This is an optimization exercise on Yosys and OpenROAD, whose aim is small area, not a production implementation. In this exercise RTL edits were held to simulation tests only and were not proved equivalent to the original. The clock port is modelled as an ideal driver, which makes a skipped or thinned clock tree look cheaper than it is; a real chip needs a root buffer or a tree. Power and IR drop assume default switching activity.

==> flow/design.v (excerpt) <==
module Top_Module(
    input clk,  
    input rst,  
    input sw,  
    input btnC,  
    input btnU,  
    input btnR,  
    output [6:0] seg,
    output [3:0] an,
    output [7:0] led  
);
wire [3:0] s1, m1, h1;
wire [2:0] s2, m2;
wire [1:0] h2;
reg hrup, minup;
wire btnCclr, btnUclr, btnRclr;
reg btnUclr_prev, btnRclr_prev;
debounce dbC(clk, btnC, btnCclr, rst);
debounce dbU(clk, btnU, btnUclr, rst);  
debounce dbR(clk, btnR, btnRclr, rst);  
sevenseg_driver seg7(clk, rst, {2'b00, h2}, h1, {1'b0, m2}, m1, seg, an);
digital_clock clock(clk, sw, rst, btnCclr, hrup, minup, s1, s2, m1, m2, h1, h2);
always @(posedge clk) begin
    btnUclr_prev <= btnUclr;
    btnRclr_prev <= btnRclr;
    if (rst) begin
        hrup <= 1'b0;
        minup <= 1'b0;
    end else begin
        hrup <= btnUclr & ~btnUclr_prev;
        minup <= btnRclr & ~btnRclr_prev;
    end
end
assign led[7:0] = {1'b0, s2, s1};
endmodule
Size: ~120 flip-flops, roughly 25 I/O pins, about 0.0058 mm2 of cells after synthesis.
==> module debounce, before the edit <==
module debounce(
    input clk_in, pb,
    output reg pb_out,
    input rst
);
    reg [19:0] count;
    reg pb_sync_0, pb_sync_1, pb_stable;
    wire eq = (pb_sync_1 == pb_stable);
    wire gt = (|count[19:7]) |
              (count[6] & count[5] & (count[4] | count[3] | (count[2] & (count[1] | count[0]))));
    always @(posedge clk_in) begin
        count <= eq ? 20'd0 : count + 20'd1;
        if (rst) begin
            pb_sync_0 <= 1'b0;
            pb_sync_1 <= 1'b0;
            pb_stable <= 1'b0;
            pb_out <= 1'b0;
        end else begin
            pb_sync_0 <= pb;
            pb_sync_1 <= pb_sync_0;
            if (!eq && gt)
                pb_stable <= pb_sync_1;
            pb_out <= pb_sync_1 & ~pb_stable;
        end
    end
endmodule
export LEC_CHECK = 0
export CAP_MARGIN = 20
export CORE_MARGIN = 2
export CORE_UTILIZATION = 40
export SLEW_MARGIN = 20
create_clock -name core_clock -period 10.0 [get_ports {clk}]
run.sh (not shown) runs the stock make flow with config.mk's settings and CLKGATE_MAP_FILE= SYNTH_SCRIPT=/design/flow/synth_recipe.tcl, a recipe that flattens the netlist after the stock synthesis.
Then changed:
--- a/flow/design.v
+++ b/flow/design.v
@@ -15,24 +15,29 @@
     input clk_in, pb,
     output reg pb_out,
     input rst
 );
+    localparam [19:0] P = 20'hAAAAA;
     reg [19:0] count;
+    reg past;
     reg pb_sync_0, pb_sync_1, pb_stable;
     wire eq = (pb_sync_1 == pb_stable);
-    wire gt = (|count[19:7]) |
-              (count[6] & count[5] & (count[4] | count[3] | (count[2] & (count[1] | count[0]))));
+    wire [19:0] s = count ^ P;
+    wire z = ~|s[18:0];
+    wire fb = s[19] ^ s[16] ^ z;
+    wire hit = s[19] & s[14];
     always @(posedge clk_in) begin
-        count <= eq ? 20'd0 : count + 20'd1;
+        count <= eq ? P : ({s[18:0], fb} ^ P);
+        past <= ~eq & (past ? ~z : hit);
         if (rst) begin
             pb_sync_0 <= 1'b0;
             pb_sync_1 <= 1'b0;
             pb_stable <= 1'b0;
             pb_out <= 1'b0;
         end else begin
             pb_sync_0 <= pb;
             pb_sync_1 <= pb_sync_0;
-            if (!eq && gt)
+            if (!eq && past)
                 pb_stable <= pb_sync_1;
             pb_out <= pb_sync_1 & ~pb_stable;
         end
     end
Outcome: The changed run completed without violations; core utilization grows by 1.4 points; die area shrinks by 19%; critical path depth grows by 2; hold slack barely changes; synthesized area shrinks by 19%; setup slack gets worse by 0.055 ns; cell area shrinks by 16%.

---

Top_Module, a different RTL version from the one above (not shown whole).
Size: about 4000 um^2 of cells after synthesis.
==> module sevenseg_driver, before the edit <==
module sevenseg_driver(
        input clk,
        input clr,
        input [3:0] in1,
        input [3:0] in2,
        input [3:0] in3,
        input [3:0] in4,
        output [6:0] seg,
        output reg [3:0] an
        );
        localparam [9:0] P = 10'h2AA;
        localparam [9:0] X = 10'h210;
        reg [9:0] segclk;
        reg [3:0] digit;
        wire [9:0] s = segclk ^ P;
        wire z = ~|s[8:0];
        wire fb = s[9] ^ s[6] ^ z;
        wire load = z & ~s[9];
        wire first = ~(an[3] | an[2]);
        wire [3:0] sel = ({4{~an[0] | first}} & in1) | ({4{~an[3] & ~first}} & in2) |
                         ({4{~an[2] & ~first}} & in3) | ({4{~an[1] & ~first}} & in4);
        always @(posedge clk) begin
            segclk <= clr ? (X ^ P) : ({s[8:0], fb} ^ P);
            if (clr) begin
                an <= 4'b0000;
                digit <= 4'd8;
            end else if (load) begin
                an <= first ? 4'b0111 : {an[0], an[3:1]};
                digit <= sel;
            end
        end
        Decoder_7_segment dec(digit, seg);
endmodule
Settings: LEC_CHECK=0, CAP_MARGIN=20, CORE_MARGIN=2, CORE_UTILIZATION=75, SLEW_MARGIN=20; clock period 10.0 ns.
standard.sh (not shown) runs the stock make flow with config.mk's settings and CLKGATE_MAP_FILE= SYNTH_SCRIPT=/design/flow/synth_recipe.tcl, a recipe that flattens the netlist after the stock synthesis.
==> flow/flow/run.sh <==
#!/bin/bash
# Own layout flow:
#  1. the standard synthesis (kept as std_1_2_yosys.v for reference);
#  2. the same synthesis again with an area-oriented ABC script for the
#     combinational logic (own_synth.tcl, area.abc), once per ABC seed; the
#     smallest netlist whose registers match the standard synthesis (names and
#     cells) is used, or the standard netlist if none does;
#  3. the standard ORFS layout from floorplan to finish, with a smaller clock
#     tree built by manual_cts.tcl and the smallest buffer on the ports.
# Each tool's output goes to a log file in this folder.
set -euo pipefail
W=$PWD
F=$W/flow
R=$W/orfs/results/$FLOW_PLATFORM/Top_Module/base
L=$W/orfs/logs/$FLOW_PLATFORM/Top_Module/base

bash standard.sh synth > $W/log_std_synth.txt 2>&1
cp $R/1_2_yosys.v $W/std_1_2_yosys.v
cp $L/1_2_yosys.log $W/log_std_yosys.txt

# Own synthesis, once per ABC random seed (in parallel, each in its own ORFS
# work folder); the smallest netlist whose registers match the standard
# synthesis is used.
regs() { grep -oE '^\s*sky130_fd_sc_hd__(df|sdf|edf)[a-z0-9_]* +[^ ]+' "$1" | sed -E 's/_[0-9]+ / /; s/^\s*//' | sort; }
SEEDS=${OWN_SYNTH_SEEDS:-1 2 3 4 5 6 7 8}
n=0
for S in $SEEDS; do
  H=$W/syn_s$S
  mkdir -p $H
  sed "s/&deepsyn -T 60/\&deepsyn -T 60 -S $S/" $F/area.abc > $H/area.abc
  OWN_ABC_SCRIPT=$H/area.abc bash standard.sh WORK_HOME=$H SYNTH_SCRIPT=$F/own_synth.tcl ADDER_MAP_FILE= \
    $H/results/$FLOW_PLATFORM/Top_Module/base/1_2_yosys.v > $W/log_own_synth_s$S.txt 2>&1 &
  n=$((n + 1))
  if (( n % ${NUM_CORES:-4} == 0 )); then wait || true; fi
done
wait || true
best=""; best_area=""
for S in $SEEDS; do
  H=$W/syn_s$S
  v=$H/results/$FLOW_PLATFORM/Top_Module/base/1_2_yosys.v
  st=$H/reports/$FLOW_PLATFORM/Top_Module/base/synth_stat.txt
  cp $H/logs/$FLOW_PLATFORM/Top_Module/base/1_2_yosys.log $W/log_own_yosys_s$S.txt 2>/dev/null || true
  [[ -s $v && -s $st ]] || { echo "own synthesis seed $S: failed"; continue; }
  if ! diff <(regs $W/std_1_2_yosys.v) <(regs $v) > $W/log_reg_diff_s$S.txt; then
    echo "own synthesis seed $S: registers differ from the standard synthesis"; continue
  fi
  a=$(awk '/Chip area for module/ {print $NF}' $st | tail -1)
  echo "own synthesis seed $S: area $a, registers match ($(regs $v | wc -l))"
  if [[ -z $best_area ]] || awk -v a="$a" -v b="$best_area" 'BEGIN { exit !(a < b) }'; then best=$v; best_area=$a; fi
done
if [[ -n $best ]]; then
  echo "using $best ($best_area)"
  cp $best $R/1_2_yosys.v
else
  echo "no own synthesis usable; using the standard netlist"
  cp $W/std_1_2_yosys.v $R/1_2_yosys.v
fi
touch $R/1_2_yosys.v

export OWN_CTS_CELL=${OWN_CTS_CELL:-sky130_fd_sc_hd__inv_8}
export OWN_CTS_ROOT=${OWN_CTS_ROOT:-sky130_fd_sc_hd__inv_4}
export OWN_RESULTS=$R
export PLATFORM_DIR=$FLOW_HOME/platforms/$FLOW_PLATFORM
LIMIT=${OWN_SLEW_LIMIT_PS:-120}
ok=0
bash standard.sh "BUFFER_PORTS_ARGS=-buffer_cell sky130_fd_sc_hd__buf_1" place > $W/log_orfs_place.txt 2>&1
for fan in ${OWN_CTS_FANS:-26 23 20 18 16 14}; do
  export OWN_CTS_MAXFAN=$fan
  bash standard.sh clean_cts clean_route clean_finish > /dev/null 2>&1 || true
  bash standard.sh \
    "PRE_CTS_TCL=$F/manual_cts.tcl" \
    "BUFFER_PORTS_ARGS=-buffer_cell sky130_fd_sc_hd__buf_1" \
    finish > $W/log_orfs_layout_fan$fan.txt 2>&1 || continue
  openroad -no_init -exit $F/clk_slew.tcl > $W/log_clk_slew_fan$fan.txt 2>&1 || continue
  slew=$(awk '/^OWN_CLK_SLEW_PS/ {print $2}' $W/log_clk_slew_fan$fan.txt)
  echo "manual clock tree, at most $fan sinks per buffer: worst clock-pin slew $slew ps"
  if awk -v s="$slew" -v l="$LIMIT" 'BEGIN { exit !(s > 0 && s <= l) }'; then ok=1; break; fi
done
if [[ $ok == 0 ]]; then
  echo "manual clock trees too slow; using TritonCTS"
  bash standard.sh clean_cts clean_route clean_finish > /dev/null 2>&1 || true
  bash standard.sh \
    "BUFFER_PORTS_ARGS=-buffer_cell sky130_fd_sc_hd__buf_1" \
    finish > $W/log_orfs_layout_tritoncts.txt 2>&1
fi
Other scripts of this flow, unchanged in this note and not shown: flow/flow/area.abc, flow/flow/clk_slew.tcl, flow/flow/manual_cts.tcl, flow/flow/own_synth.tcl
Next try:
--- a/flow/design.v
+++ b/flow/design.v
@@ -54,5 +54,4 @@
         );
         localparam [9:0] P = 10'h2AA;
-        localparam [9:0] X = 10'h210;
         reg [9:0] segclk;
         reg [3:0] digit;
@@ -60,10 +59,10 @@
         wire z = ~|s[8:0];
         wire fb = s[9] ^ s[6] ^ z;
-        wire load = z & ~s[9];
+        wire load = (s == 10'h084);
         wire first = ~(an[3] | an[2]);
         wire [3:0] sel = ({4{~an[0] | first}} & in1) | ({4{~an[3] & ~first}} & in2) |
                          ({4{~an[2] & ~first}} & in3) | ({4{~an[1] & ~first}} & in4);
         always @(posedge clk) begin
-            segclk <= clr ? (X ^ P) : ({s[8:0], fb} ^ P);
+            segclk <= clr ? P : ({s[8:0], fb} ^ P);
             if (clr) begin
                 an <= 4'b0000;
What happened:
- The new run passed the timing, design-rule and antenna checks
- routed wire length falls by a few percent
- global-route usage falls by 0.96 points
- total power falls slightly
- worst setup slack gets worse by 390 ps
- cell count falls slightly
- synthesized area hardly moves
- die area is about the same
- critical path depth rises by 3
- clock power is about the same
- via count falls slightly
- sequential power is about the same
- sequential share of layout area barely changes
No run of this note takes its clock network from TritonCTS; it comes from the design's own scripts or RTL.

what the ideal ports hide:
The flow's constraints put no driver on any port. The routed layouts listed below were extracted and timed again, unchanged, in two steps.
Step 1, drivers: a clkbuf_16 drives clk and a buf_2 each remaining input, both assumed.
Step 2 moves the port delays by t, midway between the first and last clock arrival at a register: inputs arrive t later, outputs are due t later. That takes back most of the time a late clock gives input paths.
a / b / c = ideal / step 1 / step 2; a / b = the first two.
run | t (ns) | setup WS [ns] | hold WS [ns]
the first run of note 1 | 0.455 | 6.076 / 6.034 / 5.780 | 0.343 / 0.343 / 0.343
the second run of note 1 | 0.431 | 6.021 / 6.034 / 5.603 | 0.343 / 0.343 / 0.343
the first run of note 2 | 0.275 | 4.721 / 4.728 / 4.454 | 0.364 / 0.364 / 0.364
the second run of note 2 | 0.272 | 4.330 / 4.338 / 4.067 | 0.357 / 0.357 / 0.357
After both steps every run listed still meets setup and hold. For the second run of note 1, which loses most, drivers alone change the setup slack by +0.013 ns; drivers and shift together by -0.418 ns.
